From an optimization exercise on the open Yosys and OpenROAD flow, aimed at small area and a short achievable clock period; shortcuts taken in it are not production practice.
RTL that was checked went through simulation tests only; none was proved equivalent to the original.
Function not checked in runs 4 and 5: the RTL went through the layout flow alone.
Power is estimated from default activity; no workload was simulated.

$ cat design/flow/flow/run.sh
#!/bin/bash
# Standard layout with two changes:
#  - synthesis leaves the adder logic to ABC instead of first mapping it to
#    the library's full- and half-adder cells (ADDER_MAP_FILE empty); the
#    registers are not affected;
#  - plain buf_1 cells as the port buffers.
export BUFFER_PORTS_ARGS="-buffer_cell sky130_fd_sc_hd__buf_1"
bash standard.sh ADDER_MAP_FILE= finish > standard.log 2>&1
$ cat design/flow/standard.sh
#!/bin/bash
# synth_recipe.tcl (not shown) runs the flow's synth.tcl, then flattens the netlist and writes it again
# the make line also repeats each setting of config.mk as NAME=value (left out here)
make -C /OpenROAD-flow-scripts/flow DESIGN_CONFIG=/design/flow/config.mk WORK_HOME=/design/flow/orfs CLKGATE_MAP_FILE= SYNTH_SCRIPT=/design/flow/synth_recipe.tcl "${@:-finish}"
$ cat design/flow/config.mk
export PLATFORM = sky130hd
export DESIGN_NAME = adder
export DESIGN_NICKNAME = adder
export VERILOG_FILES = /design/flow/design.v
export SDC_FILE = /design/flow/constraint.sdc
export NUM_CORES = 4
export LEC_CHECK = 0
export ABC_AREA = 1
export CAP_MARGIN = 20
export CORE_MARGIN = 2
export CORE_UTILIZATION = 40
export CTS_BUF_LIST = sky130_fd_sc_hd__clkbuf_4 sky130_fd_sc_hd__clkbuf_8
export SETUP_SLACK_MARGIN = 1.55
export SLEW_MARGIN = 20
$ cat design/flow/constraint.sdc
create_clock -name core_clock -period 4.0 [get_ports {clk}]
set_input_delay 0.8000 -clock core_clock [delete_from_list [all_inputs] [get_ports {clk}]]
set_output_delay 0.8000 -clock core_clock [all_outputs]
set_load 0.01 [all_outputs]
$ cat design/flow/design.v
module adder(clk, rst, in_valid, operand_1, operand_2, out_valid, Sum);
input clk;
input rst;
input in_valid;
input [31:0] operand_1;
input [31:0] operand_2;
output out_valid;
output [31:0] Sum;
reg [1:0] valid;
always @(posedge clk)
    if (rst) valid <= 0;
    else valid <= {valid[0:0], in_valid};
assign out_valid = valid[1];
wire [30:0] op2_iw = operand_2[30:0];
wire [31:0] a = operand_1;
wire [30:0] b = op2_iw;
wire [9:0] s12, s21;
esub u_s12(.a({a[30:23], 1'b1}), .b({~b[30:23], 1'b1}), .s(s12));
esub u_s21(.a({b[30:23], 1'b1}), .b({~a[30:23], 1'b1}), .s(s21));
wire [8:0] d12 = {~s12[9], s12[8:1]};
wire [7:0] d21 = s21[8:1];
wire [7:0] cgt = a[30:23] & ~b[30:23];
wire [7:0] ceq = ~(a[30:23] ^ b[30:23]);
wire [3:0] cgt1, ceq1;
wire [1:0] cgt2, ceq2;
genvar ci;
generate for (ci = 0; ci < 4; ci = ci + 1) begin : cmp1
    assign cgt1[ci] = cgt[2*ci+1] | (ceq[2*ci+1] & cgt[2*ci]);
    assign ceq1[ci] = ceq[2*ci+1] & ceq[2*ci];
end endgenerate
generate for (ci = 0; ci < 2; ci = ci + 1) begin : cmp2
    assign cgt2[ci] = cgt1[2*ci+1] | (ceq1[2*ci+1] & cgt1[2*ci]);
    assign ceq2[ci] = ceq1[2*ci+1] & ceq1[2*ci];
end endgenerate
wire ge = cgt2[1] | (ceq2[1] & (cgt2[0] | ceq2[0]));
wire [7:0] dd = ge ? d12[7:0] : d21;
wire [0:0] sgn_aw = a[31];
wire [7:0] emax_aw = ge ? a[30:23] : b[30:23];
wire [22:0] fb_aw = ge ? a[22:0] : b[22:0];
wire [22:0] fs_aw = ge ? b[22:0] : a[22:0];
wire [4:0] sh_aw = dd[4:0];
wire [0:0] shz_aw = (dd[7:5] != 3'd0) || (dd[4:3] == 2'b11);
wire [23:0] x0 = {1'b1, fs_aw};
wire [23:0] x1 = sh_aw[0] ? (x0 >> 1) : x0;
wire [23:0] x2 = sh_aw[1] ? (x1 >> 2) : x1;
wire [23:0] x3 = sh_aw[2] ? (x2 >> 4) : x2;
reg [0:0] sgn_s3;
reg [7:0] emax_s3;
reg [22:0] fb_s3;
reg [23:0] xs_s3;
reg [4:0] sh_s3;
reg [0:0] shz_s3;
always @(posedge clk) begin
    sgn_s3 <= sgn_aw;
    emax_s3 <= emax_aw;
    fb_s3 <= fb_aw;
    xs_s3 <= x3;
    sh_s3 <= sh_aw;
    shz_s3 <= shz_aw;
end
wire [23:0] xz3 = shz_s3 ? 24'd0 : xs_s3;
wire [23:0] x4 = sh_s3[3] ? (xz3 >> 8) : xz3;
wire [23:0] x5 = sh_s3[4] ? (x4 >> 16) : x4;
wire [23:0] sml = x5;
wire [24:0] ms;
madd u_madd(.a({1'b1, fb_s3}), .b(sml), .s(ms));
reg [0:0] sgn_c;
reg [7:0] emax_c;
reg [23:0] ms_c;
always @(posedge clk) begin
    sgn_c <= sgn_s3;
    emax_c <= emax_s3;
    ms_c <= ms[24:1];
end
wire [23:0] msn = ms_c;
wire [7:0] e = emax_c + {7'd0, msn[23]};
wire [22:0] f = msn[23] ? msn[22:0] : {msn[21:0], 1'b0};
wire [31:0] res_dw = {sgn_c, e, f};
assign Sum = res_dw;
endmodule
module esub(a, b, s);
input [8:0] a;
input [8:0] b;
output [9:0] s;
wire [8:0] g0 = a & b;
wire [8:0] p0 = a ^ b;
wire g1_1 = g0[1] | (p0[1] & g0[0]);
wire p1_1 = p0[1] & p0[0];
wire g3_1 = g0[3] | (p0[3] & g0[2]);
wire p3_1 = p0[3] & p0[2];
wire g5_1 = g0[5] | (p0[5] & g0[4]);
wire p5_1 = p0[5] & p0[4];
wire g7_1 = g0[7] | (p0[7] & g0[6]);
wire p7_1 = p0[7] & p0[6];
wire g2_1 = g0[2] | (p0[2] & g1_1);
wire p2_1 = p0[2] & p1_1;
wire g3_2 = g3_1 | (p3_1 & g1_1);
wire p3_2 = p3_1 & p1_1;
wire g6_1 = g0[6] | (p0[6] & g5_1);
wire p6_1 = p0[6] & p5_1;
wire g7_2 = g7_1 | (p7_1 & g5_1);
wire p7_2 = p7_1 & p5_1;
wire g4_1 = g0[4] | (p0[4] & g3_2);
wire p4_1 = p0[4] & p3_2;
wire g5_2 = g5_1 | (p5_1 & g3_2);
wire p5_2 = p5_1 & p3_2;
wire g6_2 = g6_1 | (p6_1 & g3_2);
wire p6_2 = p6_1 & p3_2;
wire g7_3 = g7_2 | (p7_2 & g3_2);
wire p7_3 = p7_2 & p3_2;
wire g8_1 = g0[8] | (p0[8] & g7_3);
wire p8_1 = p0[8] & p7_3;
assign s[0] = p0[0];
assign s[1] = p0[1] ^ g0[0];
assign s[2] = p0[2] ^ g1_1;
assign s[3] = p0[3] ^ g2_1;
assign s[4] = p0[4] ^ g3_2;
assign s[5] = p0[5] ^ g4_1;
assign s[6] = p0[6] ^ g5_2;
assign s[7] = p0[7] ^ g6_2;
assign s[8] = p0[8] ^ g7_3;
assign s[9] = g8_1;
endmodule
module madd(a, b, s);
input [23:0] a;
input [23:0] b;
output [24:0] s;
wire [23:0] g0 = a & b;
wire [23:0] p0 = a ^ b;
wire g1_1 = g0[1] | (p0[1] & g0[0]);
wire p1_1 = p0[1] & p0[0];
wire g3_1 = g0[3] | (p0[3] & g0[2]);
wire p3_1 = p0[3] & p0[2];
wire g5_1 = g0[5] | (p0[5] & g0[4]);
wire p5_1 = p0[5] & p0[4];
wire g7_1 = g0[7] | (p0[7] & g0[6]);
wire p7_1 = p0[7] & p0[6];
wire g9_1 = g0[9] | (p0[9] & g0[8]);
wire p9_1 = p0[9] & p0[8];
wire g11_1 = g0[11] | (p0[11] & g0[10]);
wire p11_1 = p0[11] & p0[10];
wire g13_1 = g0[13] | (p0[13] & g0[12]);
wire p13_1 = p0[13] & p0[12];
wire g15_1 = g0[15] | (p0[15] & g0[14]);
wire p15_1 = p0[15] & p0[14];
wire g17_1 = g0[17] | (p0[17] & g0[16]);
wire p17_1 = p0[17] & p0[16];
wire g19_1 = g0[19] | (p0[19] & g0[18]);
wire p19_1 = p0[19] & p0[18];
wire g21_1 = g0[21] | (p0[21] & g0[20]);
wire p21_1 = p0[21] & p0[20];
wire g23_1 = g0[23] | (p0[23] & g0[22]);
wire p23_1 = p0[23] & p0[22];
wire g3_2 = g3_1 | (p3_1 & g1_1);
wire p3_2 = p3_1 & p1_1;
wire g7_2 = g7_1 | (p7_1 & g5_1);
wire p7_2 = p7_1 & p5_1;
wire g11_2 = g11_1 | (p11_1 & g9_1);
wire p11_2 = p11_1 & p9_1;
wire g15_2 = g15_1 | (p15_1 & g13_1);
wire p15_2 = p15_1 & p13_1;
wire g19_2 = g19_1 | (p19_1 & g17_1);
wire p19_2 = p19_1 & p17_1;
wire g23_2 = g23_1 | (p23_1 & g21_1);
wire p23_2 = p23_1 & p21_1;
wire g7_3 = g7_2 | (p7_2 & g3_2);
wire p7_3 = p7_2 & p3_2;
wire g15_3 = g15_2 | (p15_2 & g11_2);
wire p15_3 = p15_2 & p11_2;
wire g23_3 = g23_2 | (p23_2 & g19_2);
wire p23_3 = p23_2 & p19_2;
wire g15_4 = g15_3 | (p15_3 & g7_3);
wire p15_4 = p15_3 & p7_3;
wire g23_4 = g23_3 | (p23_3 & g15_4);
wire p23_4 = p23_3 & p15_4;
wire g11_3 = g11_2 | (p11_2 & g7_3);
wire p11_3 = p11_2 & p7_3;
wire g19_3 = g19_2 | (p19_2 & g15_4);
wire p19_3 = p19_2 & p15_4;
wire g5_2 = g5_1 | (p5_1 & g3_2);
wire p5_2 = p5_1 & p3_2;
wire g9_2 = g9_1 | (p9_1 & g7_3);
wire p9_2 = p9_1 & p7_3;
wire g13_2 = g13_1 | (p13_1 & g11_3);
wire p13_2 = p13_1 & p11_3;
wire g17_2 = g17_1 | (p17_1 & g15_4);
wire p17_2 = p17_1 & p15_4;
wire g21_2 = g21_1 | (p21_1 & g19_3);
wire p21_2 = p21_1 & p19_3;
wire g2_1 = g0[2] | (p0[2] & g1_1);
wire p2_1 = p0[2] & p1_1;
wire g4_1 = g0[4] | (p0[4] & g3_2);
wire p4_1 = p0[4] & p3_2;
wire g6_1 = g0[6] | (p0[6] & g5_2);
wire p6_1 = p0[6] & p5_2;
wire g8_1 = g0[8] | (p0[8] & g7_3);
wire p8_1 = p0[8] & p7_3;
wire g10_1 = g0[10] | (p0[10] & g9_2);
wire p10_1 = p0[10] & p9_2;
wire g12_1 = g0[12] | (p0[12] & g11_3);
wire p12_1 = p0[12] & p11_3;
wire g14_1 = g0[14] | (p0[14] & g13_2);
wire p14_1 = p0[14] & p13_2;
wire g16_1 = g0[16] | (p0[16] & g15_4);
wire p16_1 = p0[16] & p15_4;
wire g18_1 = g0[18] | (p0[18] & g17_2);
wire p18_1 = p0[18] & p17_2;
wire g20_1 = g0[20] | (p0[20] & g19_3);
wire p20_1 = p0[20] & p19_3;
wire g22_1 = g0[22] | (p0[22] & g21_2);
wire p22_1 = p0[22] & p21_2;
assign s[0] = p0[0];
assign s[1] = p0[1] ^ g0[0];
assign s[2] = p0[2] ^ g1_1;
assign s[3] = p0[3] ^ g2_1;
assign s[4] = p0[4] ^ g3_2;
assign s[5] = p0[5] ^ g4_1;
assign s[6] = p0[6] ^ g5_2;
assign s[7] = p0[7] ^ g6_1;
assign s[8] = p0[8] ^ g7_3;
assign s[9] = p0[9] ^ g8_1;
assign s[10] = p0[10] ^ g9_2;
assign s[11] = p0[11] ^ g10_1;
assign s[12] = p0[12] ^ g11_3;
assign s[13] = p0[13] ^ g12_1;
assign s[14] = p0[14] ^ g13_2;
assign s[15] = p0[15] ^ g14_1;
assign s[16] = p0[16] ^ g15_4;
assign s[17] = p0[17] ^ g16_1;
assign s[18] = p0[18] ^ g17_2;
assign s[19] = p0[19] ^ g18_1;
assign s[20] = p0[20] ^ g19_3;
assign s[21] = p0[21] ^ g20_1;
assign s[22] = p0[22] ^ g21_2;
assign s[23] = p0[23] ^ g22_1;
assign s[24] = g23_4;
endmodule
==> results of run 1 <==
cells in the mapped netlist, types with 2 or more instances:
cell type  count  share of area [%]
nand2_1      353                 23
inv_1        100                6.6
dfxtp_1       94                 33
o21ai_0       83                7.3
nand3_1       52                4.6
nor2_1        51                3.4
a21oi_1       25                2.2
xor2_1        25                3.8
buf_2         17                1.5
clkbuf_1      14               0.92
nand4_1       13                1.4
nand2_2       12                1.3
xnor2_1       10                1.5
nor3_1         8               0.70
o211ai_1       8                1.1
inv_2          6               0.39
nand3b_1       5               0.66
o21ai_1        5               0.44
or2_2          5               0.55
buf_4          4               0.53
buf_6          4               0.79
a21o_1         3               0.39
o21ai_2        3               0.46
nor2_2         2               0.22
o21a_1         2               0.26
o31ai_1        2               0.26
or2_1          2               0.22
kinds of logic after synthesis:
family	synth area share, %
flops	33.0
xor+xnor	5.66
compound gates	13.4
simple gates	37.1
buf+inv	10.7
mux	0.175
routing by layer:
layer | GRT usage (%) | vias up | share of wire [%]
li1 | - | 3113 | -
met2 | 30.3 | 141 | 44
met1 | 28.3 | 2356 | 49
met3 | 2.54 | 20 | 4.5
met5 | 0 | - | 0
met4 | 5.33 | 0 | 2.2
final cells by class:
class | instances | area, sq um | area share [%]
clock inverters | 6 | 68.8 | 0.989
repair buffers | 126 | 759 | 10.9
multi-input cells | 686 | 3420 | 49.1
inverters | 106 | 429 | 6.17
repair inverters | 3 | 22.5 | 0.324
well taps | 180 | 225 | 3.24
clock buffers | 10 | 138 | 1.98
flip-flops and latches | 94 | 1900 | 27.3
cell usage in the layout (no fill, tap or decap), types with 11 or more instances in the layout:
cell type / n
a21oi_1: 23
inv_1: 98
xor2_1: 25
dfxtp_1: 88
nor2_1: 46
nand2_2: 23
o21ai_1: 17
buf_1: 95
o21ai_0: 62
buf_4: 16
nand4_1: 13
nand2_1: 338
o21ai_2: 11
nand3_1: 51
through the flow:
| stage | power [W] | area, sq um | setup WS [ns] | util (%) | hold WS [ns] |
|---|---|---|---|---|---|
| 6_report | 0.00335 | 6960 | 1.57 | 50.1 | 0.333 |
| 2_1_floorplan | 0.00222 | 5710 | 1.55 | - | 0.310 |
| 3_5_place_dp | 0.00250 | 6150 | 0.813 | 44.3 | 0.312 |
| 4_1_cts | 0.00325 | 6620 | 1.55 | 47.7 | 0.332 |
| 5_1_grt | 0.00362 | 6960 | 1.46 | 50.1 | 0.336 |
| 3_3_place_gp | 0.00249 | 6150 | 0.873 | 44.3 | 0.311 |
state kept, by name, indices dropped and copies added, names as in the netlist:
register	cells
ms_c	24
xs_s3	24
fb_s3	23
emax_c	8
emax_s3	8
sh_s3	2
valid	2
sgn_c	1
sgn_s3	1
shz_s3	1
what timing repair did:
item,CTS,global route
gates resized for setup,29,75
cloned,7,5
buffers inserted,5,11
pin swaps,5,11
setup endpoints to repair,34,41
path summary, 6_finish.rpt:
check                           startpoint       end  cells past startpoint
worst max-delay path             emax_c[1]   Sum[30]                      8
worst min-delay path                sgn_s3     sgn_c                      0
worst max register to register    sh_s3[3]  ms_c[22]                     19
worst min register to register      sgn_s3     sgn_c                      0
power by group:
group / switching, W / total (W) / leakage (nW) / internal [W]
sequential: 0.000139 / 0.00132 / 0.792 / 0.00118
clock: 0.000350 / 0.000661 / 0.103 / 0.000310
combinational: 0.000854 / 0.00137 / 2.54 / 0.000515
total: 0.00134 / 0.00335 / 3.44 / 0.00200
==> out/qor.txt, run 1 <==
status: finished clean
Area Growth Syn to Fin: 22.0%
Worst setup EP type: output port
final hold vios: 0
min-delay worst type: flip-flop to flip-flop
Die X: 123 um
remaining routing DRC violations: 0
via/cell ratio: 4.65
vias: 5,630
Syn Inst Count: 922
maximum clock rate: 412 MHz
row cnt: 43
Routed WL: 14,900 um
CP max stage delay: 0.35 ns
H-tree depth: 3
RSZ-0062 raised after global routing: true
Synth cell types: 41
Hold Buf Count CTS: 0
Ports: 100
critical-path cell list: nand2_2, nor2_2, nand2_1, nor2_2, and2_4, nand2_4, xnor2_2, buf_2
Slew Viols, Final: 0
DR WL/cell: 12.3 um
vias in the first global route: 4,847
post-synthesis sequential area ratio: 33.0%
CP dominant cell by count: nor2_2
Main synth FF type: dfxtp_1
max-slew headroom at the worst pin: 60.1%
All-Layer GR Usage: 19.5%
final setup vio count: 0
Seq cells post-synth: 94
die height: 123 um
leakage power: 3.44 nW
Crit Path Max Fanout: 3
CTS buffer count: 9
Post-synth EDFFs: 0
fraction of registers with async set/reset: 0%
Worst-Margin Slew: 0.598 ns
die area: 15,200 sq um
syn nets: 989
total clock sinks: 94
crit path launch type: flip-flop
non-filler cells, final: 1,211
reg-to-reg slack, setup: 1.70 ns
n_diodes: 0
# fillers: 1,442
placeable core area: 13,900 sq um
Post-DRT Antenna Nets: 0
Skew-Pair Late Insertion Delay: 0.38 ns
Root Buffer: clkbuf_8
worst setup path class: flip-flop to output port
Maximum Capacitance Violations: 0
Avg Inst Size Synth: 6.19 sq um
NumNets Final: 1,093
Synth Cell Area: 5710 sq um
Placer Congestion: 0.852
first-pass GRT wire length: 23,400 um
setup TNS: 0 ns
clock-pin slew on the worst setup and hold paths: 0.09 ns
DP HPWL: 10,400 um
Power Density: 481 nW/um^2
slowest CP cell: dfxtp_2
CP required: 3.20 ns
warnings from Yosys: 1
share of cells above drive strength 1: 12.8%
I/O Buffers: 98
drt first pass iters: 5
top cell family by delay on the critical path: simple AND/OR/NAND/NOR gates
DP Cell Count: 1,167
Critical Path AT: 1.63 ns
GRT Residual Overflow: 0
DR iter-0 viols: 248
initial antenna violation count: 0
Buf+Inv Stages, Crit Path: 1
largest net degree at the start of global routing: 48
initial core utilization: 41.1%
minimum clock period: 2.43 ns
Max VDD drop: 0.168 mV
TritonCTS clock tree: yes
fin crit share: 60.7%
maximum clock path buffer count: 2
Setup Skew: 0.0109 ns
==> run 2, diff against run 1 <==
--- a/design/flow/config.mk
+++ b/design/flow/config.mk
@@ -12,3 +12,3 @@
 export CTS_BUF_LIST = sky130_fd_sc_hd__clkbuf_4 sky130_fd_sc_hd__clkbuf_8
-export SETUP_SLACK_MARGIN = 1.55
+export SETUP_SLACK_MARGIN = 1.45
 export SLEW_MARGIN = 20
==> out/qor.txt, run 2 <==
Crit Path Max Fanout: 3
I/O Buffers: 98
Synth Cell Area: 5710 sq um
critical-path cell list: nand2_2, nor2_4, nand2_1, nor2_2, and2_4, nand2_1, xnor2_1, buf_2
commonest non-fill, non-tap cell in the layout: nand2_1
DP HPWL: 10,500 um
Yosys top cell area share: 33.0%
Post-DRT Antenna Nets: 0
leakage power: 3.31 nW
H-tree depth: 3
multi-input logic area: 3310 sq um
warnings from Yosys: 1
Yosys top cell by area: dfxtp_1
Placer Congestion: 0.848
CP max stage delay: 0.35 ns
most frequent cells in the layout: 345 x nand2_1, 99 x inv_1, 96 x buf_1
CTS buffer count: 9
Critical Path AT: 1.61 ns
Die X: 123 um
via/cell ratio: 4.66
post-synthesis sequential area ratio: 33.0%
die height: 123 um
top cells by area, synth: dfxtp_1 33%, nand2_1 23%, o21ai_0 7.3%
Skew-Pair Late Insertion Delay: 0.37 ns
Synth cell types: 41
Syn Inst Count: 922
most numerous cell in the Yosys netlist: nand2_1
Top Registers: ms_c (24), xs_s3 (24), fb_s3 (23)
die area: 15,200 sq um
Avg Inst Size Synth: 6.19 sq um
All-Layer GR Usage: 18.7%
top cell family by delay on the critical path: simple AND/OR/NAND/NOR gates
DR WL/cell: 11.5 um
worst setup path class: flip-flop to output port
maximum clock rate: 414 MHz
vias in the first global route: 4,656
vias: 5,586
remaining routing DRC violations: 0
Maximum Capacitance Violations: 0
hold slack: 0.335 ns
Max VDD drop: 0.173 mV
total clock sinks: 94
CP dominant cell by count: nand2_1
TritonCTS clock tree: yes
DR iter-0 viols: 292
Final Power: 0.00324 W
NumNets Final: 1,082
Post-synth EDFFs: 0
Worst setup EP type: output port
Post-synth top cells: 353 x nand2_1, 100 x inv_1, 94 x dfxtp_1
clock-pin slew on the worst setup and hold paths: 0.09 ns
RSZ-0062 raised after global routing: true
Main synth FF type: dfxtp_1
Area Growth Syn to Fin: 17.0%
share of cells above drive strength 1: 9.90%
Slew Viols, Final: 0
setup TNS: 0 ns
slowest CP cell: dfxtp_2
crit path launch type: flip-flop
final hold vios: 0
n_diodes: 0
sequential cell area: 1900 sq um
Ports: 100
max-slew headroom at the worst pin: 58.8%
status: finished clean
GRT Residual Overflow: 0
Setup Skew: 0.0102 ns
initial antenna violation count: 0
syn nets: 989
maximum clock path buffer count: 2
fin crit share: 60.3%
row cnt: 43
placeable core area: 13,900 sq um
fraction of registers with async set/reset: 0%
Final Util: 48.1%
Buf+Inv Stages, Crit Path: 1
pre-CTS setup slack: 0.807 ns
Root Buffer: clkbuf_8
setup slack after layout: 1.59 ns
Worst-Margin Slew: 0.617 ns
first-pass GRT wire length: 22,400 um
minimum clock period: 2.41 ns
largest net degree at the start of global routing: 48
# fillers: 1,515
min-delay worst type: flip-flop to flip-flop
initial core utilization: 41.1%
Seq cells post-synth: 94
final setup vio count: 0
Routed WL: 13,900 um
Power Density: 486 nW/um^2
CP required: 3.20 ns
drt first pass iters: 5
==> run 2: cells by family (layout without fill, tap and decap cells) <==
logic type,after synthesis,after routing,share of synthesized area (%)
AOI/OAI and AO/OA,138,138,13.4
xor gates and xnor gates,36,36,5.66
buffers and inverters,145,242,10.7
DFF,94,94,33.0
muxes,1,1,0.175
and+or+nand+nor,508,509,37.1
==> run 2: final timing paths <==
| kind | startpoint | to | slack (ns) | cells past startpoint |
|---|---|---|---|---|
| max | emax_c[2] | Sum[30] | 1.59 | 8 |
| min | emax_s3[6] | emax_c[6] | 0.33 | 0 |
| max reg2reg | sh_s3[3] | ms_c[22] | 1.68 | 19 |
| min reg2reg | emax_s3[6] | emax_c[6] | 0.33 | 0 |
==> run 2: what timing repair did <==
action,in CTS,in global routing
pin swaps,2,12
gates cloned,5,1
endpoints found under the setup margin,32,37
resized for setup,20,36
setup buffers,5,6
hold buffers,0,0
==> run 2: layout make-up <==
type / count / share of cell area, %
clock inverter: 4 / 0.806
tap: 180 / 3.37
sequential: 94 / 28.4
inverter: 106 / 6.17
timing repair inverter: 3 / 0.300
multi-input combinational: 684 / 49.7
clock buffer: 12 / 2.38
timing repair buffer: 117 / 8.90
==> run 2: power by group <==
| part | total (W) | internal, W | switching [W] |
|---|---|---|---|
| clock | 0.000667 | 0.000332 | 0.000334 |
| combinational | 0.00126 | 0.000454 | 0.000808 |
| sequential | 0.00131 | 0.00118 | 0.000136 |
==> run 2: per-stage QoR <==
step,std cells,cell area [sq um]
2_1_floorplan,922,5710
3_3_place_gp,1167,6140
3_5_place_dp,1167,6140
4_1_cts,1193,6520
5_1_grt,1200,6680
6_report,1200,6680
==> run 2: layer usage <==
metal | wire [um] | vias up | global-route usage (%)
li1 | - | 3087 | -
met1 | 7120 | 2337 | 28.2
met2 | 5880 | 148 | 27.3
met3 | 693 | 14 | 2.95
met4 | 170 | 0 | 5.33
met5 | 0 | - | 0
==> run 3, diff against run 2 <==
--- a/design/flow/config.mk
+++ b/design/flow/config.mk
@@ -12,3 +12,3 @@
 export CTS_BUF_LIST = sky130_fd_sc_hd__clkbuf_4 sky130_fd_sc_hd__clkbuf_8
-export SETUP_SLACK_MARGIN = 1.45
+export SETUP_SLACK_MARGIN = 1.5
 export SLEW_MARGIN = 20
==> out/qor.txt, run 3 <==
status: finished clean
DR WL/cell: 11.5 um
vias in the first global route: 4,650
CP startpoint: emax_c[0]
remaining routing DRC violations: 0
Main synth FF type: dfxtp_1
Root Buffer: clkbuf_8
Post-DRT Antenna Nets: 0
most numerous cell in the Yosys netlist: nand2_1
Syn Inst Count: 922
maximum clock path buffer count: 2
Power Density: 485 nW/um^2
post-synthesis sequential area ratio: 33.0%
vias: 5,586
internal power: 0.00198 W
Synth Cell Area: 5710 sq um
Seq cells post-synth: 94
DP HPWL: 10,500 um
leakage power: 3.33 nW
fraction of registers with async set/reset: 0%
Slew Viols, Final: 0
Max VDD drop: 0.174 mV
Skew-Pair Late Insertion Delay: 0.38 ns
die area: 15,200 sq um
hold slack: 0.335 ns
syn nets: 989
pre-CTS setup slack: 0.807 ns
setup slack after layout: 1.62 ns
maximum clock rate: 420 MHz
Worst setup EP type: output port
min-delay worst type: flip-flop to flip-flop
drt first pass iters: 4
Post-synth EDFFs: 0
CP required: 3.20 ns
clock-pin slew on the worst setup and hold paths: 0.09 ns
max-slew headroom at the worst pin: 58.7%
Final Util: 48.6%
All-Layer GR Usage: 18.7%
Sw Share: 39.6%
Routed WL: 13,900 um
Area Growth Syn to Fin: 18.1%
Die X: 123 um
largest net degree at the start of global routing: 48
Reg power frac: 40.2%
clock share of power: 20.5%
first-pass GRT wire length: 22,400 um
commonest non-fill, non-tap cell in the layout: nand2_1
most frequent cells in the layout: 342 x nand2_1, 99 x inv_1, 95 x buf_1
Critical Path AT: 1.58 ns
minimum clock period: 2.38 ns
DP Area: 6140 sq um
row cnt: 43
Top Registers: ms_c (24), xs_s3 (24), fb_s3 (23)
total clock sinks: 94
final hold vios: 0
critical-path cell list: nand2_2, nor2_4, nand2_2, nor2_4, and2_4, nand2_1, xnor2_1, buf_2
DR iter-0 viols: 276
Finished Cell Area: 6740 sq um
CTS buffer count: 9
I/O Buffers: 98
Placer Congestion: 0.848
Crit Reg-Reg Startpoint: sh_s3[3]
warnings from Yosys: 1
Worst-Margin Slew: 0.618 ns
share of cells above drive strength 1: 10.8%
CP max stage delay: 0.34 ns
final setup vio count: 0
Ports: 100
setup TNS: 0 ns
Hold Buf Count CTS: 0
Crit Path Max Fanout: 3
RSZ-0062 raised after global routing: true
Post-synth top cells: 353 x nand2_1, 100 x inv_1, 94 x dfxtp_1
Psw: 0.00129 W
via/cell ratio: 4.65
initial antenna violation count: 0
Avg Inst Size Synth: 6.19 sq um
Comb pwr share: 39.3%
initial core utilization: 41.1%
crit path launch type: flip-flop
min-delay src: emax_s3[6]
Synth cell types: 41
# fillers: 1,502
top cells by area, synth: dfxtp_1 33%, nand2_1 23%, o21ai_0 7.3%
placeable core area: 13,900 sq um
Setup Skew: 0.0118 ns
H-tree depth: 3
fin crit share: 59.5%
worst setup path class: flip-flop to output port
GRT Residual Overflow: 0
TritonCTS clock tree: yes
n_diodes: 0
NumNets Final: 1,084
slowest CP cell: dfxtp_2
Yosys top cell by area: dfxtp_1
die height: 123 um
Maximum Capacitance Violations: 0
Yosys top cell area share: 33.0%
-- run 3: cells by family (layout without fill, tap and decap cells) --
kind of cell,count (synthesis),in the layout,synth area share [%]
and+or+nand+nor,508,509,37.1
buffers and inverters,145,244,10.7
AOI/OAI and AO/OA,138,138,13.4
DFF,94,94,33.0
xor gates and xnor gates,36,36,5.66
muxes,1,1,0.175
-- run 3: final timing paths --
check,to,slack [ns],depth (start not counted)
max,Sum[30],1.62,8
min,emax_c[6],0.33,0
max reg2reg,ms_c[22],1.74,19
min reg2reg,emax_c[6],0.33,0
-- run 3: cell type report --
class	instances	area (sq um)	area share, %
Inverter	106	422	6.26
Sequential cell	94	1900	28.2
Multi-Input combinational cell	684	3350	49.7
Tap cell	180	225	3.34
Clock inverter	4	53.8	0.798
Timing Repair inverter	3	20.0	0.297
Timing Repair Buffer	119	616	9.13
Clock buffer	12	159	2.36
-- run 3: critical path: cells and delay by family (launching register included) --
kind          cells  cell delay [ns]
buf+inv           1             0.14
simple gates      6             0.62
xor+xnor          1             0.12
flops             1             0.34
-- run 3: metrics by stage --
step | power, W | cells
6_report | 0.00327 | 1202
5_1_grt | 0.00354 | 1202
4_1_cts | 0.00323 | 1193
3_5_place_dp | 0.00250 | 1167
3_3_place_gp | 0.00249 | 1167
2_1_floorplan | 0.00222 | 922
-- run 3: layer usage --
| layer | wire length [um] | vias up | track usage, % | share of wire, % |
|---|---|---|---|---|
| met5 | 0 | - | 0 | 0 |
| met4 | 237 | 0 | 5.33 | 1.7 |
| met3 | 713 | 19 | 2.95 | 5.1 |
| met2 | 5800 | 143 | 27.3 | 42 |
| met1 | 7120 | 2333 | 28.2 | 51 |
| li1 | - | 3091 | - | - |
-- run 3: what timing repair did --
item,CTS,global route
endpoints found under the setup margin,34,39
hold endpoints to repair,0,0
setup buffers,5,8
resized for setup,25,51
pin swaps,3,10
gates cloned,5,1
-- run 3: power by group through the flow --
| stage | sequential [W] | clock, W | combinational [W] |
|---|---|---|---|
| global route | 0.00134 | 0.000734 | 0.00147 |
| detailed placement | 0.00133 | 0 | 0.00117 |
| finish | 0.00131 | 0.000670 | 0.00128 |
| global placement | 0.00133 | 0 | 0.00116 |
| CTS | 0.00131 | 0.000689 | 0.00123 |
| floorplan | 0.00127 | 0 | 0.000949 |
==> run 4, diff against run 3 <==
--- a/design/flow/design.v
+++ b/design/flow/design.v
@@ -21,16 +21,3 @@
 wire [7:0] d21 = s21[8:1];
-wire [7:0] cgt = a[30:23] & ~b[30:23];
-wire [7:0] ceq = ~(a[30:23] ^ b[30:23]);
-wire [3:0] cgt1, ceq1;
-wire [1:0] cgt2, ceq2;
-genvar ci;
-generate for (ci = 0; ci < 4; ci = ci + 1) begin : cmp1
-    assign cgt1[ci] = cgt[2*ci+1] | (ceq[2*ci+1] & cgt[2*ci]);
-    assign ceq1[ci] = ceq[2*ci+1] & ceq[2*ci];
-end endgenerate
-generate for (ci = 0; ci < 2; ci = ci + 1) begin : cmp2
-    assign cgt2[ci] = cgt1[2*ci+1] | (ceq1[2*ci+1] & cgt1[2*ci]);
-    assign ceq2[ci] = ceq1[2*ci+1] & ceq1[2*ci];
-end endgenerate
-wire ge = cgt2[1] | (ceq2[1] & (cgt2[0] | ceq2[0]));
+wire ge = ~d12[8];
 wire [7:0] dd = ge ? d12[7:0] : d21;
==> out/qor.txt, run 4 <==
status: finished clean
maximum clock rate: 400 MHz
min-delay src: sgn_s3
Buf+Inv Stages, Crit Path: 4
syn nets: 967
final setup vio count: 0
top cell family by delay on the critical path: simple AND/OR/NAND/NOR gates
Top Registers: ms_c (24), xs_s3 (24), fb_s3 (23)
Power Density: 458 nW/um^2
Synth Cell Area: 5750 sq um
CP startpoint: operand_1[24]
GRT Residual Overflow: 0
DR WL/cell: 13.3 um
fraction of registers with async set/reset: 0%
critical-path cell list: buf_4, inv_1, nand2_2, nand2_2, nor2_2, nand2_2, nand2_2, a21oi_2, o21ai_1, nand2_1, nand2_4, buf_6, buf_16, or2_4, nand3_2, nand3_2, nand3_2, nand2_1
pre-CTS setup slack: 0.576 ns
via/cell ratio: 4.91
largest net degree at the start of global routing: 48
initial antenna violation count: 1
most frequent cells in the layout: 237 x nand2_1, 92 x inv_1, 92 x buf_1
Crit Path Max Fanout: 20
post-synthesis sequential area ratio: 32.7%
Skew-Pair Late Insertion Delay: 0.37 ns
commonest non-fill, non-tap cell in the layout: nand2_1
CP required: 4.27 ns
Root Buffer: clkbuf_8
remaining routing DRC violations: 0
placeable core area: 13,900 sq um
Routed WL: 15,800 um
DP Cell Count: 1,145
most numerous cell in the Yosys netlist: nand2_1
Area Growth Syn to Fin: 29.0%
Ports: 100
first-pass GRT wire length: 23,000 um
Post-DRT Antenna Nets: 0
DR iter-0 viols: 325
clock-pin slew on the worst setup and hold paths: 0.09 ns
worst setup path class: input pin to flip-flop
Die X: 124 um
Max VDD drop: 0.165 mV
crit path launch type: input pin
leakage power: 3.55 nW
Yosys top cell area share: 32.7%
Critical Path AT: 2.77 ns
I/O Buffers: 98
Slew Viols, Final: 0
Worst setup EP type: flip-flop
share of cells above drive strength 1: 24.1%
row cnt: 43
NumNets Final: 1,071
die height: 124 um
min-delay worst type: flip-flop to flip-flop
slowest CP cell: or2_4
H-tree depth: 3
warnings from Yosys: 1
RSZ-0062 raised after global routing: true
CP dominant cell by count: nand2_2
max-slew headroom at the worst pin: 24.1%
vias in the first global route: 4,825
CP max stage delay: 0.25 ns
Setup Skew: 0.0107 ns
TritonCTS clock tree: yes
CTS buffer count: 9
maximum clock path buffer count: 2
DP HPWL: 10,800 um
setup slack after layout: 1.50 ns
minimum clock period: 2.50 ns
drt first pass iters: 5
Worst-Margin Slew: 1.14 ns
die area: 15,300 sq um
All-Layer GR Usage: 19.3%
Seq cells post-synth: 94
n_diodes: 0
vias: 5,836
Synth cell types: 42
# fillers: 1,371
final hold vios: 0
total clock sinks: 94
Crit Reg-Reg Startpoint: sh_s3[3]
non-filler cells, final: 1,189
top cells by area, synth: dfxtp_1 33%, nand2_1 17%, nand3_1 12%
Post-synth top cells: 256 x nand2_1, 137 x nand3_1, 96 x inv_1
Main synth FF type: dfxtp_1
Placer Congestion: 0.884
setup TNS: 0 ns
Maximum Capacitance Violations: 0
Syn Inst Count: 900
Post-synth EDFFs: 0
fin crit share: 62.5%
initial core utilization: 41.3%
Yosys top cell by area: dfxtp_1
Avg Inst Size Synth: 6.39 sq um
[run 4: cell types whose count changed in the layout (fill, tap and decap cells not counted), moves of 7 or more]
cell     previous run  this run
nand3_2             1        81
inv_1              99        92
nand2_1           342       237
or2_4               1        21
nor2_2              3        10
o21ai_0            72        44
[run 4: worst reg2reg max path, cell delays in order, from the launching register on]
cell,delay [ns]
dfxtp_4,0.38
buf_12,0.14
or2_2,0.28
nand3_1,0.09
nand3b_1,0.09
nand2_1,0.07
clkinv_1,0.10
nand2_1,0.11
nor2_1,0.05
nor2_2,0.14
nand2_4,0.08
nand2_2,0.06
nand2_2,0.07
nand2_1,0.08
nand2_2,0.07
nand2_2,0.06
nand2_2,0.06
nand2_2,0.08
nand2_1,0.05
nand2_1,0.05
nand2_1,0.06
[run 4: routing by layer]
metal	track usage (%)	up-vias	part of all wire (%)
li1	-	3097	-
met5	0	-	0
met1	28.0	2520	48
met3	2.75	44	5.1
met2	28.5	175	43
met4	8.36	0	3.9
[run 4: per-stage QoR]
stage	total power [W]	util (%)	hold WS (ns)	cell area (sq um)
after global routing	0.00365	53.2	0.341	7420
after CTS	0.00319	47.2	0.333	6580
after detailed placement	0.00249	44.3	0.312	6170
after floorplan	0.00220	-	0.310	5760
after global placement	0.00248	44.3	0.310	6170
final	0.00340	53.2	0.331	7420
[run 4: where the power goes]
part / switching [W] / internal, W / total, W / leakage [nW]
clock: 0.000339 / 0.000299 / 0.000637 / 0.0925
sequential: 0.000134 / 0.00117 / 0.00130 / 0.792
combinational: 0.000921 / 0.000534 / 0.00146 / 2.67
total: 0.00139 / 0.00200 / 0.00340 / 3.55
[run 4: layout make-up]
cell class | instances | area [sq um] | share of cell area (%)
flip-flops and latches | 94 | 1900 | 25.6
clock inverters | 6 | 70.1 | 0.945
well taps | 180 | 225 | 3.04
clock buffers | 10 | 131 | 1.77
inverters | 105 | 423 | 5.70
repair inverters | 4 | 33.8 | 0.455
repair buffers | 124 | 681 | 9.18
multi-input cells | 666 | 3960 | 53.4
[run 4: cells by family (layout without fill, tap and decap cells)]
| group | count (synthesis) | count (layout) | synth area share (%) |
|---|---|---|---|
| AOI/OAI and AO/OA | 108 | 108 | 10.4 |
| buffers and inverters | 143 | 249 | 10.6 |
| and+or+nand+nor | 519 | 522 | 40.7 |
| xor gates and xnor gates | 36 | 36 | 5.61 |
| DFF | 94 | 94 | 32.7 |
[run 4: what timing repair did]
action                     CTS  global route
gates cloned                 6             3
buffers inserted             4            15
hold buffers                 0             0
pin swaps                    4            31
gates resized for setup     33           172
setup endpoints to repair   62            52
[run 4: worst paths after layout]
path / end / cells after the start / slack [ns]
worst min register to register: sgn_c / 0 / 0.33
worst max-delay path: xs_s3[13] / 18 / 1.50
worst max register to register: ms_c[22] / 20 / 1.69
worst min-delay path: sgn_c / 0 / 0.33
==> run 5, diff against run 4 <==
--- a/design/flow/design.v
+++ b/design/flow/design.v
@@ -21,3 +21,16 @@
 wire [7:0] d21 = s21[8:1];
-wire ge = ~d12[8];
+wire [7:0] cgt = a[30:23] & ~b[30:23];
+wire [7:0] ceq = ~(a[30:23] ^ b[30:23]);
+wire [3:0] cgt1, ceq1;
+wire [1:0] cgt2, ceq2;
+genvar ci;
+generate for (ci = 0; ci < 4; ci = ci + 1) begin : cmp1
+    assign cgt1[ci] = cgt[2*ci+1] | (ceq[2*ci+1] & cgt[2*ci]);
+    assign ceq1[ci] = ceq[2*ci+1] & ceq[2*ci];
+end endgenerate
+generate for (ci = 0; ci < 2; ci = ci + 1) begin : cmp2
+    assign cgt2[ci] = cgt1[2*ci+1] | (ceq1[2*ci+1] & cgt1[2*ci]);
+    assign ceq2[ci] = ceq1[2*ci+1] & ceq1[2*ci];
+end endgenerate
+wire ge = cgt2[1] | (ceq2[1] & (cgt2[0] | ceq2[0]));
 wire [7:0] dd = ge ? d12[7:0] : d21;
@@ -73,28 +86,44 @@
 wire [8:0] p0 = a ^ b;
+wire g8_1 = g0[8] | (p0[8] & g0[7]);
+wire p8_1 = p0[8] & p0[7];
+wire g7_1 = g0[7] | (p0[7] & g0[6]);
+wire p7_1 = p0[7] & p0[6];
+wire g6_1 = g0[6] | (p0[6] & g0[5]);
+wire p6_1 = p0[6] & p0[5];
+wire g5_1 = g0[5] | (p0[5] & g0[4]);
+wire p5_1 = p0[5] & p0[4];
+wire g4_1 = g0[4] | (p0[4] & g0[3]);
+wire p4_1 = p0[4] & p0[3];
+wire g3_1 = g0[3] | (p0[3] & g0[2]);
+wire p3_1 = p0[3] & p0[2];
+wire g2_1 = g0[2] | (p0[2] & g0[1]);
+wire p2_1 = p0[2] & p0[1];
 wire g1_1 = g0[1] | (p0[1] & g0[0]);
 wire p1_1 = p0[1] & p0[0];
-wire g3_1 = g0[3] | (p0[3] & g0[2]);
-wire p3_1 = p0[3] & p0[2];
-wire g5_1 = g0[5] | (p0[5] & g0[4]);
-wire p5_1 = p0[5] & p0[4];
-wire g7_1 = g0[7] | (p0[7] & g0[6]);
-wire p7_1 = p0[7] & p0[6];
-wire g2_1 = g0[2] | (p0[2] & g1_1);
-wire p2_1 = p0[2] & p1_1;
+wire g8_2 = g8_1 | (p8_1 & g6_1);
+wire p8_2 = p8_1 & p6_1;
+wire g7_2 = g7_1 | (p7_1 & g5_1);
+wire p7_2 = p7_1 & p5_1;
+wire g6_2 = g6_1 | (p6_1 & g4_1);
+wire p6_2 = p6_1 & p4_1;
+wire g5_2 = g5_1 | (p5_1 & g3_1);
+wire p5_2 = p5_1 & p3_1;
+wire g4_2 = g4_1 | (p4_1 & g2_1);
+wire p4_2 = p4_1 & p2_1;
 wire g3_2 = g3_1 | (p3_1 & g1_1);
 wire p3_2 = p3_1 & p1_1;
-wire g6_1 = g0[6] | (p0[6] & g5_1);
-wire p6_1 = p0[6] & p5_1;
-wire g7_2 = g7_1 | (p7_1 & g5_1);
-wire p7_2 = p7_1 & p5_1;
-wire g4_1 = g0[4] | (p0[4] & g3_2);
-wire p4_1 = p0[4] & p3_2;
-wire g5_2 = g5_1 | (p5_1 & g3_2);
-wire p5_2 = p5_1 & p3_2;
-wire g6_2 = g6_1 | (p6_1 & g3_2);
-wire p6_2 = p6_1 & p3_2;
+wire g2_2 = g2_1 | (p2_1 & g0[0]);
+wire p2_2 = p2_1 & p0[0];
+wire g8_3 = g8_2 | (p8_2 & g4_2);
+wire p8_3 = p8_2 & p4_2;
 wire g7_3 = g7_2 | (p7_2 & g3_2);
 wire p7_3 = p7_2 & p3_2;
-wire g8_1 = g0[8] | (p0[8] & g7_3);
-wire p8_1 = p0[8] & p7_3;
+wire g6_3 = g6_2 | (p6_2 & g2_2);
+wire p6_3 = p6_2 & p2_2;
+wire g5_3 = g5_2 | (p5_2 & g1_1);
+wire p5_3 = p5_2 & p1_1;
+wire g4_3 = g4_2 | (p4_2 & g0[0]);
+wire p4_3 = p4_2 & p0[0];
+wire g8_4 = g8_3 | (p8_3 & g0[0]);
+wire p8_4 = p8_3 & p0[0];
 assign s[0] = p0[0];
@@ -102,9 +131,9 @@
 assign s[2] = p0[2] ^ g1_1;
-assign s[3] = p0[3] ^ g2_1;
+assign s[3] = p0[3] ^ g2_2;
 assign s[4] = p0[4] ^ g3_2;
-assign s[5] = p0[5] ^ g4_1;
-assign s[6] = p0[6] ^ g5_2;
-assign s[7] = p0[7] ^ g6_2;
+assign s[5] = p0[5] ^ g4_3;
+assign s[6] = p0[6] ^ g5_3;
+assign s[7] = p0[7] ^ g6_3;
 assign s[8] = p0[8] ^ g7_3;
-assign s[9] = g8_1;
+assign s[9] = g8_4;
 endmodule
==> out/qor.txt, run 5 <==
setup TNS: 0 ns
Crit Path Max Fanout: 42
Routed WL: 15,400 um
Hold Buf Count CTS: 0
Worst-Margin Slew: 0.496 ns
row cnt: 44
sequential cell area: 1900 sq um
R2R depth: 20
min-delay worst type: flip-flop to flip-flop
min-delay src: emax_s3[1]
setup slack after layout: 1.52 ns
GRT Residual Overflow: 0
Yosys top cell area share: 32.0%
die area: 15,700 sq um
Yosys top cell by area: dfxtp_1
TritonCTS clock tree: yes
RSZ-0062 raised after global routing: true
Post-DRT Antenna Nets: 0
crit path launch type: input pin
worst setup path class: input pin to flip-flop
fin crit share: 62.1%
slowest CP cell: o21ai_0
first-pass GRT wire length: 23,500 um
Ports: 100
Skew-Pair Late Insertion Delay: 0.38 ns
Critical Path AT: 2.73 ns
fraction of registers with async set/reset: 0%
CP startpoint: operand_1[26]
Die X: 125 um
# fillers: 1,491
Root Buffer: clkbuf_8
multi-input logic area: 3540 sq um
CTS buffer count: 9
status: finished clean
DR iter-0 viols: 327
Post-synth EDFFs: 0
largest net degree at the start of global routing: 48
DR WL/cell: 12.8 um
n_diodes: 0
reg-to-reg slack, setup: 1.74 ns
syn nets: 981
Min-Delay Endpoint: emax_c[1]
Avg Inst Size Synth: 6.44 sq um
remaining routing DRC violations: 0
I/O Buffers: 98
final hold vios: 0
initial core utilization: 40.6%
Synth cell types: 42
Crit Reg-Reg Startpoint: sh_s3[4]
Synth Cell Area: 5880 sq um
All-Layer GR Usage: 18.3%
DP Cell Count: 1,160
clock-pin slew on the worst setup and hold paths: 0.10 ns
Maximum Capacitance Violations: 0
commonest non-fill, non-tap cell in the layout: nand2_1
post-synthesis sequential area ratio: 32.0%
Area Growth Syn to Fin: 20.6%
via/cell ratio: 4.81
warnings from Yosys: 1
share of cells above drive strength 1: 14.3%
Worst Hold Depth: 0
Seq cells post-synth: 94
top cells by area, synth: dfxtp_1 32%, nand2_1 19%, inv_1 6.5%
Post-synth top cells: 293 x nand2_1, 102 x inv_1, 94 x dfxtp_1
placeable core area: 14,500 sq um
Final Power: 0.00328 W
H-tree depth: 3
Top Registers: ms_c (24), xs_s3 (24), fb_s3 (23)
Max VDD drop: 0.194 mV
Setup Skew: 0.0145 ns
DP HPWL: 11,000 um
vias in the first global route: 4,952
Main synth FF type: dfxtp_1
Slew Viols, Final: 0
Power Density: 462 nW/um^2
CP max stage delay: 0.39 ns
total clock sinks: 94
max-slew headroom at the worst pin: 66.9%
NumNets Final: 1,088
leakage power: 3.41 nW
drt first pass iters: 5
Syn Inst Count: 914
pre-CTS setup slack: 0.709 ns
maximum clock path buffer count: 2
maximum clock rate: 403 MHz
Worst setup EP type: flip-flop
final setup vio count: 0
non-filler cells, final: 1,210
initial antenna violation count: 0
most frequent cells in the layout: 282 x nand2_1, 101 x inv_1, 94 x buf_1
Placer Congestion: 0.889
CP required: 4.24 ns
minimum clock period: 2.48 ns
vias: 5,822
die height: 125 um
most numerous cell in the Yosys netlist: nand2_1
worst flop-to-flop path endpoint: ms_c[22]
critical-path cell list: buf_1, or2_4, a21oi_1, o21ai_4, nand3_4, nand2_4, buf_4, bufbuf_16, o21ai_0
hold slack: 0.325 ns
==> run 5: cell types whose count changed after synthesis, sizes merged, moves of 5 or more <==
cell    change
o21ai      +28
inv         +5
nor2        +7
a21oi       +7
o211ai     +26
nand3      -86
or2         -7
nand2      +36
==> run 5: layout make-up <==
cell class	instances	share of cell area, %
clock inverter	7	0.916
sequential	94	26.7
timing repair inverter	1	0.0881
multi-input combinational	674	49.8
tap	184	3.24
clock buffer	9	1.74
timing repair buffer	132	11.2
inverter	109	6.26
==> run 5: worst max-delay path, delay by kind of cell <==
family	cells	cell delay, ns
AND/OR/NAND/NOR	3	0.53
buffers and inverters	3	0.58
AO/OA/AOI/OAI	3	0.80
==> run 5: kinds of logic after synthesis <==
logic type,Yosys count,share of synthesized area (%)
buffers and inverters,149,11.5
AO/OA/AOI/OAI,168,17.1
AND/OR/NAND/NOR,468,34.1
XOR/XNOR,34,5.06
flip-flops,94,32.0
multiplexers,1,0.170
==> run 5: metrics by stage <==
stage | area, sq um | util, %
3_3_place_gp | 6260 | 43.3
2_1_floorplan | 5890 | -
3_5_place_dp | 6260 | 43.3
4_1_cts | 6680 | 46.1
6_report | 7100 | 49.0
5_1_grt | 7100 | 49.0
==> run 5: metal layers <==
metal	wire length, um	up-vias	part of all wire (%)	track usage, %
met5	0	-	0	0
met4	467	0	3.0	7.12
met3	779	32	5.0	3.34
met1	7460	2506	48	25.4
li1	-	3138	-	-
met2	6740	146	44	28.2
==> run 5: where the power goes <==
part           switching [W]  internal [W]
Combinational       0.000852      0.000511
Clock               0.000361      0.000241
Sequential          0.000143       0.00117
Total                0.00136       0.00193
==> run 5: worst max-delay path by stage <==
stage | slack, ns | endpoint
after floorplan | 1.50 | xs_s3[18]
after global placement | 0.73 | xs_s3[8]
after detailed placement | 0.71 | xs_s3[8]
after CTS | 1.50 | xs_s3[3]
after global routing | 1.44 | Sum[30]
final | 1.52 | fb_s3[7]
==> run 5: repair_timing <==
action                                  in CTS  in global routing
resized for setup                           23                 65
endpoints found under the setup margin      40                 37
pin swaps                                    4                 22
buffers inserted                            11                 12
gates cloned                                 4                  7
==> run 6, diff against run 5 <==
--- a/design/flow/design.v
+++ b/design/flow/design.v
@@ -86,44 +86,28 @@
 wire [8:0] p0 = a ^ b;
-wire g8_1 = g0[8] | (p0[8] & g0[7]);
-wire p8_1 = p0[8] & p0[7];
+wire g1_1 = g0[1] | (p0[1] & g0[0]);
+wire p1_1 = p0[1] & p0[0];
+wire g3_1 = g0[3] | (p0[3] & g0[2]);
+wire p3_1 = p0[3] & p0[2];
+wire g5_1 = g0[5] | (p0[5] & g0[4]);
+wire p5_1 = p0[5] & p0[4];
 wire g7_1 = g0[7] | (p0[7] & g0[6]);
 wire p7_1 = p0[7] & p0[6];
-wire g6_1 = g0[6] | (p0[6] & g0[5]);
-wire p6_1 = p0[6] & p0[5];
-wire g5_1 = g0[5] | (p0[5] & g0[4]);
-wire p5_1 = p0[5] & p0[4];
-wire g4_1 = g0[4] | (p0[4] & g0[3]);
-wire p4_1 = p0[4] & p0[3];
-wire g3_1 = g0[3] | (p0[3] & g0[2]);
-wire p3_1 = p0[3] & p0[2];
-wire g2_1 = g0[2] | (p0[2] & g0[1]);
-wire p2_1 = p0[2] & p0[1];
-wire g1_1 = g0[1] | (p0[1] & g0[0]);
-wire p1_1 = p0[1] & p0[0];
-wire g8_2 = g8_1 | (p8_1 & g6_1);
-wire p8_2 = p8_1 & p6_1;
+wire g2_1 = g0[2] | (p0[2] & g1_1);
+wire p2_1 = p0[2] & p1_1;
+wire g3_2 = g3_1 | (p3_1 & g1_1);
+wire p3_2 = p3_1 & p1_1;
+wire g6_1 = g0[6] | (p0[6] & g5_1);
+wire p6_1 = p0[6] & p5_1;
 wire g7_2 = g7_1 | (p7_1 & g5_1);
 wire p7_2 = p7_1 & p5_1;
-wire g6_2 = g6_1 | (p6_1 & g4_1);
-wire p6_2 = p6_1 & p4_1;
-wire g5_2 = g5_1 | (p5_1 & g3_1);
-wire p5_2 = p5_1 & p3_1;
-wire g4_2 = g4_1 | (p4_1 & g2_1);
-wire p4_2 = p4_1 & p2_1;
-wire g3_2 = g3_1 | (p3_1 & g1_1);
-wire p3_2 = p3_1 & p1_1;
-wire g2_2 = g2_1 | (p2_1 & g0[0]);
-wire p2_2 = p2_1 & p0[0];
-wire g8_3 = g8_2 | (p8_2 & g4_2);
-wire p8_3 = p8_2 & p4_2;
+wire g4_1 = g0[4] | (p0[4] & g3_2);
+wire p4_1 = p0[4] & p3_2;
+wire g5_2 = g5_1 | (p5_1 & g3_2);
+wire p5_2 = p5_1 & p3_2;
+wire g6_2 = g6_1 | (p6_1 & g3_2);
+wire p6_2 = p6_1 & p3_2;
 wire g7_3 = g7_2 | (p7_2 & g3_2);
 wire p7_3 = p7_2 & p3_2;
-wire g6_3 = g6_2 | (p6_2 & g2_2);
-wire p6_3 = p6_2 & p2_2;
-wire g5_3 = g5_2 | (p5_2 & g1_1);
-wire p5_3 = p5_2 & p1_1;
-wire g4_3 = g4_2 | (p4_2 & g0[0]);
-wire p4_3 = p4_2 & p0[0];
-wire g8_4 = g8_3 | (p8_3 & g0[0]);
-wire p8_4 = p8_3 & p0[0];
+wire g8_1 = g0[8] | (p0[8] & g7_3);
+wire p8_1 = p0[8] & p7_3;
 assign s[0] = p0[0];
@@ -131,9 +115,9 @@
 assign s[2] = p0[2] ^ g1_1;
-assign s[3] = p0[3] ^ g2_2;
+assign s[3] = p0[3] ^ g2_1;
 assign s[4] = p0[4] ^ g3_2;
-assign s[5] = p0[5] ^ g4_3;
-assign s[6] = p0[6] ^ g5_3;
-assign s[7] = p0[7] ^ g6_3;
+assign s[5] = p0[5] ^ g4_1;
+assign s[6] = p0[6] ^ g5_2;
+assign s[7] = p0[7] ^ g6_2;
 assign s[8] = p0[8] ^ g7_3;
-assign s[9] = g8_4;
+assign s[9] = g8_1;
 endmodule
==> design/flow/flow/run.sh (replaced) <==
#!/bin/bash
# Standard layout with three changes:
#  - the ABC script that maps the logic (ABC_AREA=1) is flow/abc_area.script;
#  - synthesis leaves the adder logic to ABC (ADDER_MAP_FILE empty);
#  - plain buf_1 cells as the port buffers.
# None of them touches the registers.
set -e
rm -rf scripts
cp -r "$FLOW_HOME/scripts" scripts
cp flow/abc_area.script scripts/abc_area.script
export BUFFER_PORTS_ARGS="-buffer_cell sky130_fd_sc_hd__buf_1"
bash standard.sh SCRIPTS_DIR="$PWD/scripts" ADDER_MAP_FILE= finish > standard.log 2>&1
==> design/flow/flow/abc_area.script (new file) <==
strash
dch
map -a
topo
stime -c
buffer -c
upsize -c
dnsize -c
==> out/qor.txt, run 6 <==
status: finished clean
worst setup path class: input pin to flip-flop
Worst setup EP type: flip-flop
share of cells above drive strength 1: 32.5%
row cnt: 42
minimum clock period: 3.04 ns
post-synthesis sequential area ratio: 34.7%
CTS buffer count: 9
final setup vio count: 0
commonest non-fill, non-tap cell in the layout: nand2_1
Power Density: 485 nW/um^2
critical-path cell list: buf_6, nand2_8, inv_6, nor2_4, nor2_4, a21oi_4, a21oi_2, inv_2, nand4_1, nand2_4, buf_6, buf_12, buf_16, nor2_4, a21oi_2, inv_1, o21ai_2, nor2_1, a31oi_1, inv_1, nand2_1, o21ai_1
Yosys top cell area share: 34.7%
R2R depth: 18
leakage power: 3.73 nW
Seq cells post-synth: 94
Post-DRT Antenna Nets: 0
drt first pass iters: 5
via/cell ratio: 5.08
CP required: 4.28 ns
DP Area: 6070 sq um
vias: 5,962
Worst-Margin Slew: 0.650 ns
Syn Inst Count: 810
most frequent cells in the layout: 157 x nand2_1, 107 x nor2_1, 90 x dfxtp_1
Maximum Capacitance Violations: 0
first-pass GRT wire length: 25,700 um
clock-pin slew on the worst setup and hold paths: 0.11 ns
min-delay worst type: flip-flop to flip-flop
Avg Inst Size Synth: 6.69 sq um
GRT Residual Overflow: 0
Post-synth EDFFs: 0
Top Registers: ms_c (24), xs_s3 (24), fb_s3 (23)
Finished Cell Area: 8470 sq um
placeable core area: 13,200 sq um
initial core utilization: 40.9%
final hold vios: 0
remaining routing DRC violations: 0
largest net degree at the start of global routing: 34
RSZ-0062 raised after global routing: true
Synth cell types: 47
die height: 120 um
vias in the first global route: 5,343
Die X: 120 um
maximum clock rate: 329 MHz
fraction of registers with async set/reset: 0%
warnings from Yosys: 1
slowest CP cell: a31oi_1
# fillers: 1,112
fin crit share: 76.0%
total clock sinks: 94
max-slew headroom at the worst pin: 56.6%
TritonCTS clock tree: yes
Crit Path Max Fanout: 6
Hold Buf Count CTS: 0
Final Power: 0.00411 W
DP HPWL: 10,100 um
H-tree depth: 3
Placer Congestion: 0.916
Root Buffer: clkbuf_8
setup slack after layout: 0.960 ns
Routed WL: 18,000 um
Critical Path AT: 3.32 ns
Slew Viols, Final: 0
sequential cell area: 1890 sq um
I/O Buffers: 98
maximum clock path buffer count: 2
reg-to-reg slack, setup: 1.06 ns
DR iter-0 viols: 422
most numerous cell in the Yosys netlist: nand2_1
Ports: 100
initial antenna violation count: 1
setup TNS: 0 ns
Synth Cell Area: 5420 sq um
NumNets Final: 1,058
die area: 14,500 sq um
Worst Hold Depth: 0
pre-CTS setup slack: 0.445 ns
Main synth FF type: dfxtp_1
crit path launch type: input pin
Post-synth top cells: 172 x nand2_1, 149 x nor2_1, 94 x dfxtp_1
syn nets: 877
Area Growth Syn to Fin: 56.2%
top cells by area, synth: dfxtp_1 35%, nand2_1 12%, nor2_1 10%
Yosys top cell by area: dfxtp_1
CP dominant cell by count: nor2_4
CP max stage delay: 0.24 ns
DR WL/cell: 15.3 um
All-Layer GR Usage: 22.2%
Max VDD drop: 0.207 mV
Setup Skew: 0.0213 ns
multi-input logic area: 4120 sq um
Skew-Pair Late Insertion Delay: 0.38 ns
run 6: logic make-up after synthesis:
family | count (synthesis) | synth area share [%]
flops | 94 | 34.7
mux | 34 | 6.28
buf+inv | 129 | 9.44
simple gates | 361 | 26.9
xor+xnor | 34 | 5.49
compound gates | 158 | 17.1
run 6: worst paths after layout:
kind	to	from
setup reg to reg	ms_c[22]	sh_s3[3]
hold / removal	emax_c[2]	emax_s3[2]
hold reg to reg	emax_c[2]	emax_s3[2]
setup / recovery	xs_s3[14]	operand_2[24]
run 6: worst max-delay path: cells and delay by family:
kind / cells / cell delay (ns)
compound gates: 6 / 0.88
buf+inv: 8 / 0.81
simple gates: 8 / 0.81
run 6: stage by stage:
step | hold WS (ns) | util, % | std cells
detailed placement | 0.312 | 45.8 | 1057
finish | 0.332 | 63.9 | 1173
floorplan | 0.310 | - | 810
CTS | 0.334 | 58.2 | 1146
global placement | 0.312 | 45.8 | 1057
global route | 0.344 | 63.9 | 1172
run 6: power breakdown:
group,leakage (nW),total (W),switching [W],internal [W]
Clock,0.101,0.000647,0.000346,0.000300
Combinational,2.83,0.00211,0.00116,0.000948
Sequential,0.792,0.00135,0.000159,0.00119
Total,3.73,0.00411,0.00167,0.00244
run 6: what timing repair did:
| item | in CTS | in global routing |
|---|---|---|
| setup buffers | 62 | 25 |
| endpoints found under the setup margin | 47 | 60 |
| cloned | 11 | 1 |
| endpoints found under the hold margin | 0 | 0 |
| gates resized for setup | 174 | 125 |
| pin swaps | 40 | 42 |
run 6: cell type report:
cell class                 count  share of cell area (%)
timing repair inverter         1                  0.0591
sequential                    94                    22.4
multi-input combinational    588                    48.7
antenna                        1                  0.0296
tap                          176                    2.60
inverter                      95                    4.80
clock buffer                  10                    1.55
timing repair buffer         202                    19.1
clock inverter                 6                   0.813
run 6: layer usage:
metal	routed length [um]	vias to the layer above	GRT usage [%]
met2	8540	280	36.9
met3	1200	85	3.30
met5	0	-	0
met4	817	0	10.8
li1	-	2954	-
met1	7390	2643	28.2
==> run 7, diff against run 6 <==
==> design/flow/flow/abc_area.script (replaced) <==
strash
dch
amap
topo
stime -c
buffer -c
upsize -c
dnsize -c
==> out/qor.txt, run 7 <==
status: finished clean
Top Registers: ms_c (24), xs_s3 (24), fb_s3 (23)
H-tree depth: 3
Simple-Gate Fraction of Synth Area: 15.8%
All-Layer GR Usage: 25.5%
DR WL/cell: 17.8 um
minimum clock period: 3.12 ns
NumNets Final: 920
Ports: 100
Crit Reg-Reg Startpoint: sh_s3[4]
die area: 13,200 sq um
DR iter-0 viols: 419
GRT Residual Overflow: 0
warnings from Yosys: 1
post-synthesis sequential area ratio: 38.3%
syn nets: 728
initial antenna violation count: 0
R2R depth: 16
Post-DRT Antenna Nets: 0
Setup Skew: 0.0134 ns
Buf+Inv Stages, Crit Path: 7
share of cells above drive strength 1: 37.3%
most numerous cell in the Yosys netlist: nor2_1
Die X: 115 um
Crit path depth: 20
min-delay worst type: flip-flop to flip-flop
via/cell ratio: 5.67
top cell family by delay on the critical path: compound AO/OA/AOI/OAI gates
setup TNS: 0 ns
Synth cell types: 43
leakage power: 3.12 nW
Main synth FF type: dfxtp_1
n_diodes: 0
row cnt: 40
Root Buffer: clkbuf_8
initial core utilization: 40.9%
Syn Inst Count: 661
drt first pass iters: 5
Avg Inst Size Synth: 7.43 sq um
Skew-Pair Late Insertion Delay: 0.39 ns
crit path launch type: input pin
Placer Congestion: 0.966
Yosys top cell area share: 38.3%
first-pass GRT wire length: 25,900 um
total clock sinks: 94
Seq cells post-synth: 94
maximum clock rate: 321 MHz
CP startpoint: operand_1[27]
max-slew headroom at the worst pin: 52.7%
CP endpoint: xs_s3[13]
CTS buffer count: 9
fin crit share: 78.0%
Routed WL: 17,900 um
maximum clock path buffer count: 2
Synth Area in Compound Gates: 36.5%
Worst-Margin Slew: 0.709 ns
I/O Buffers: 98
Max VDD drop: 0.191 mV
setup slack after layout: 0.882 ns
Final Power: 0.00356 W
worst setup path class: input pin to flip-flop
mux contribution to synthesized area: 0%
CP required: 4.31 ns
Post-synth top cells: 102 x nor2_1, 94 x dfxtp_1, 86 x o22ai_1
Slew Viols, Final: 0
largest net degree at the start of global routing: 34
Yosys top cell by area: dfxtp_1
Hold Buf Count CTS: 0
top cells by area, synth: dfxtp_1 38%, o22ai_1 11%, nor2_1 7.8%
commonest non-fill, non-tap cell in the layout: buf_1
CP max stage delay: 0.25 ns
clock-pin slew on the worst setup and hold paths: 0.10 ns
RSZ-0062 raised after global routing: true
slowest CP cell: a221oi_4
vias: 5,703
Maximum Capacitance Violations: 0
Crit Path Max Fanout: 6
Area Growth Syn to Fin: 58.3%
Synth Area in XOR/XNOR: 0.357%
critical-path cell list: buf_12, inv_12, nor2_4, nor2_4, a21oi_2, nor2_1, nor2_1, o21ai_1, and3_4, a221oi_4, inv_2, buf_6, o22ai_4, a21oi_2, o21ai_2, inv_2, buf_6, buf_12, o22a_1, o22ai_1
die height: 115 um
reg-to-reg slack, setup: 1.33 ns
Worst setup EP type: flip-flop
final setup vio count: 0
Synth Cell Area: 4910 sq um
vias in the first global route: 5,215
largest family of logic cells by synthesized area: compound AO/OA/AOI/OAI gates
DP HPWL: 11,300 um
Post-synth EDFFs: 0
most frequent cells in the layout: 90 x buf_1, 89 x dfxtp_1, 84 x buf_4
final hold vios: 0
placeable core area: 12,000 sq um
Critical Path AT: 3.42 ns
worst flop-to-flop path endpoint: ms_c[18]
fraction of registers with async set/reset: 0%
Power Density: 459 nW/um^2
post-synthesis adder-cell area fraction: 0%
TritonCTS clock tree: yes
pre-CTS setup slack: 0.249 ns
remaining routing DRC violations: 0
-- run 7: cell types whose count changed in the layout (fill, tap and decap cells not counted), moves of 14 or more --
cell,before,now
a21oi_1,56,19
a21oi_2,23,9
a22o_1,0,19
buf_4,65,84
inv_1,82,58
mux2i_4,16,0
nand2_1,157,36
nor2_1,107,77
o22a_1,0,28
o22ai_1,0,49
o22ai_2,0,27
o22ai_4,0,14
xor2_1,21,1
-- run 7: routing by layer --
layer | GRT usage (%) | wire [um]
met4 | 11.8 | 435
met1 | 31.3 | 7470
met3 | 3.22 | 896
met5 | 0 | 0
met2 | 44.6 | 9120
-- run 7: power breakdown --
part / internal (W) / switching (W) / total (W)
registers: 0.00113 / 0.000111 / 0.00124
clock network: 0.000298 / 0.000371 / 0.000669
logic: 0.000749 / 0.000904 / 0.00165
total: 0.00218 / 0.00139 / 0.00356
-- run 7: kinds of logic (layout without fill, tap and decap cells) --
kind of cell    after synthesis  after routing
simple gates                187            187
buf+inv                     113            310
xor+xnor                      2              2
compound gates              265            265
flops                        94             94
-- run 7: through the flow --
step           area [sq um]  hold WS, ns  utilization, %  instances
6_report               7770        0.335            64.7       1005
2_1_floorplan          5210        0.310               -        661
5_1_grt                7770        0.340            64.7       1005
4_1_cts                7120        0.336            59.3        978
3_5_place_dp           5680        0.312            47.3        885
3_3_place_gp           5680        0.311            47.3        885
-- run 7: how the worst min path moves through the flow --
| stage | start | endpoint | cells past startpoint |
|---|---|---|---|
| final | sgn_s3 | sgn_c | 0 |
| after global routing | emax_s3[6] | emax_c[6] | 0 |
| after detailed placement | emax_s3[2] | emax_c[2] | 0 |
| after CTS | emax_s3[2] | emax_c[2] | 0 |
| after global placement | emax_s3[3] | emax_c[3] | 0 |
| after floorplan | emax_s3[0] | emax_c[0] | 0 |
-- run 7: worst register-to-register path, cell delays in order (launching register included) --
cell and delay, ns:
dfxtp_2 0.33, buf_6 0.12, or2_4 0.28, buf_4 0.17, o22ai_4 0.18, nand2_1 0.13
o21a_1 0.23, o221ai_2 0.20, a31oi_4 0.06, inv_2 0.11, a31oi_4 0.11, nor2_2 0.13
nand2_1 0.10, a21oi_2 0.19, a21oi_2 0.05, nor2_1 0.09, a21oi_1 0.05
-- run 7: final cells by class --
type                    count  area (sq um)
clock buffers               9           124
clock inverters             7          80.1
fillers                  1000          4240
inverters                  75           325
multi-input cells         454          3560
flip-flops and latches     94          1900
well taps                 147           184
repair buffers            215          1580
repair inverters            4          32.5
-- run 7: repair_timing --
item                                    CTS  global route
gates cloned                              6             3
endpoints found under the setup margin   95            86
pin swaps                                70            64
gates resized for setup                 148           103
buffers inserted                         71            24

re-timing with driven ports:
The results above use ideal ports. As a check the final layouts listed here were re-extracted and re-timed, cells and wires unchanged.
Step 1: set_driving_cell puts a clkbuf_16 on clk and a buf_2 on each other input, an assumption about the parent block.
Step 2 adds t to the input delays and takes it off the output delays; t is the mean of the earliest and latest rising clock arrival at the registers after step 1. Input paths then give back, and output paths get back, about the clock's delay inside the block.
Three values: ideal ports, drivers, drivers and shift; two values: the first two.
| run | shift t [ns] | slack for setup (ns) | hold WS [ns] | clock arrival spread, ns | slew at the worst register clock pin (ns) |
|---|---|---|---|---|---|
| run 1 | 0.399 | 1.572 / 1.542 / 1.203 | 0.333 / 0.333 / 0.333 | 0.012 / 0.012 | 0.10 / 0.10 |
| run 2 | 0.399 | 1.587 / 1.556 / 1.203 | 0.335 / 0.335 / 0.335 | 0.010 / 0.011 | 0.09 / 0.09 |
| run 3 | 0.401 | 1.621 / 1.590 / 1.236 | 0.335 / 0.335 / 0.335 | 0.012 / 0.012 | 0.10 / 0.10 |
| run 4 | 0.399 | 1.499 / 1.499 / 1.100 | 0.331 / 0.331 / 0.331 | 0.010 / 0.010 | 0.09 / 0.09 |
| run 5 | 0.411 | 1.518 / 1.527 / 1.116 | 0.325 / 0.325 / 0.325 | 0.014 / 0.014 | 0.10 / 0.10 |
| run 6 | 0.399 | 0.960 / 0.926 / 0.526 | 0.332 / 0.332 / 0.332 | 0.021 / 0.021 | 0.11 / 0.11 |
| run 7 | 0.414 | 0.882 / 0.856 / 0.442 | 0.335 / 0.335 / 0.335 | 0.013 / 0.014 | 0.10 / 0.10 |
After both steps every run listed still meets setup and hold. The setup slack of run 7, which loses most, moves by -0.026 ns with the drivers and by -0.440 ns with both steps.
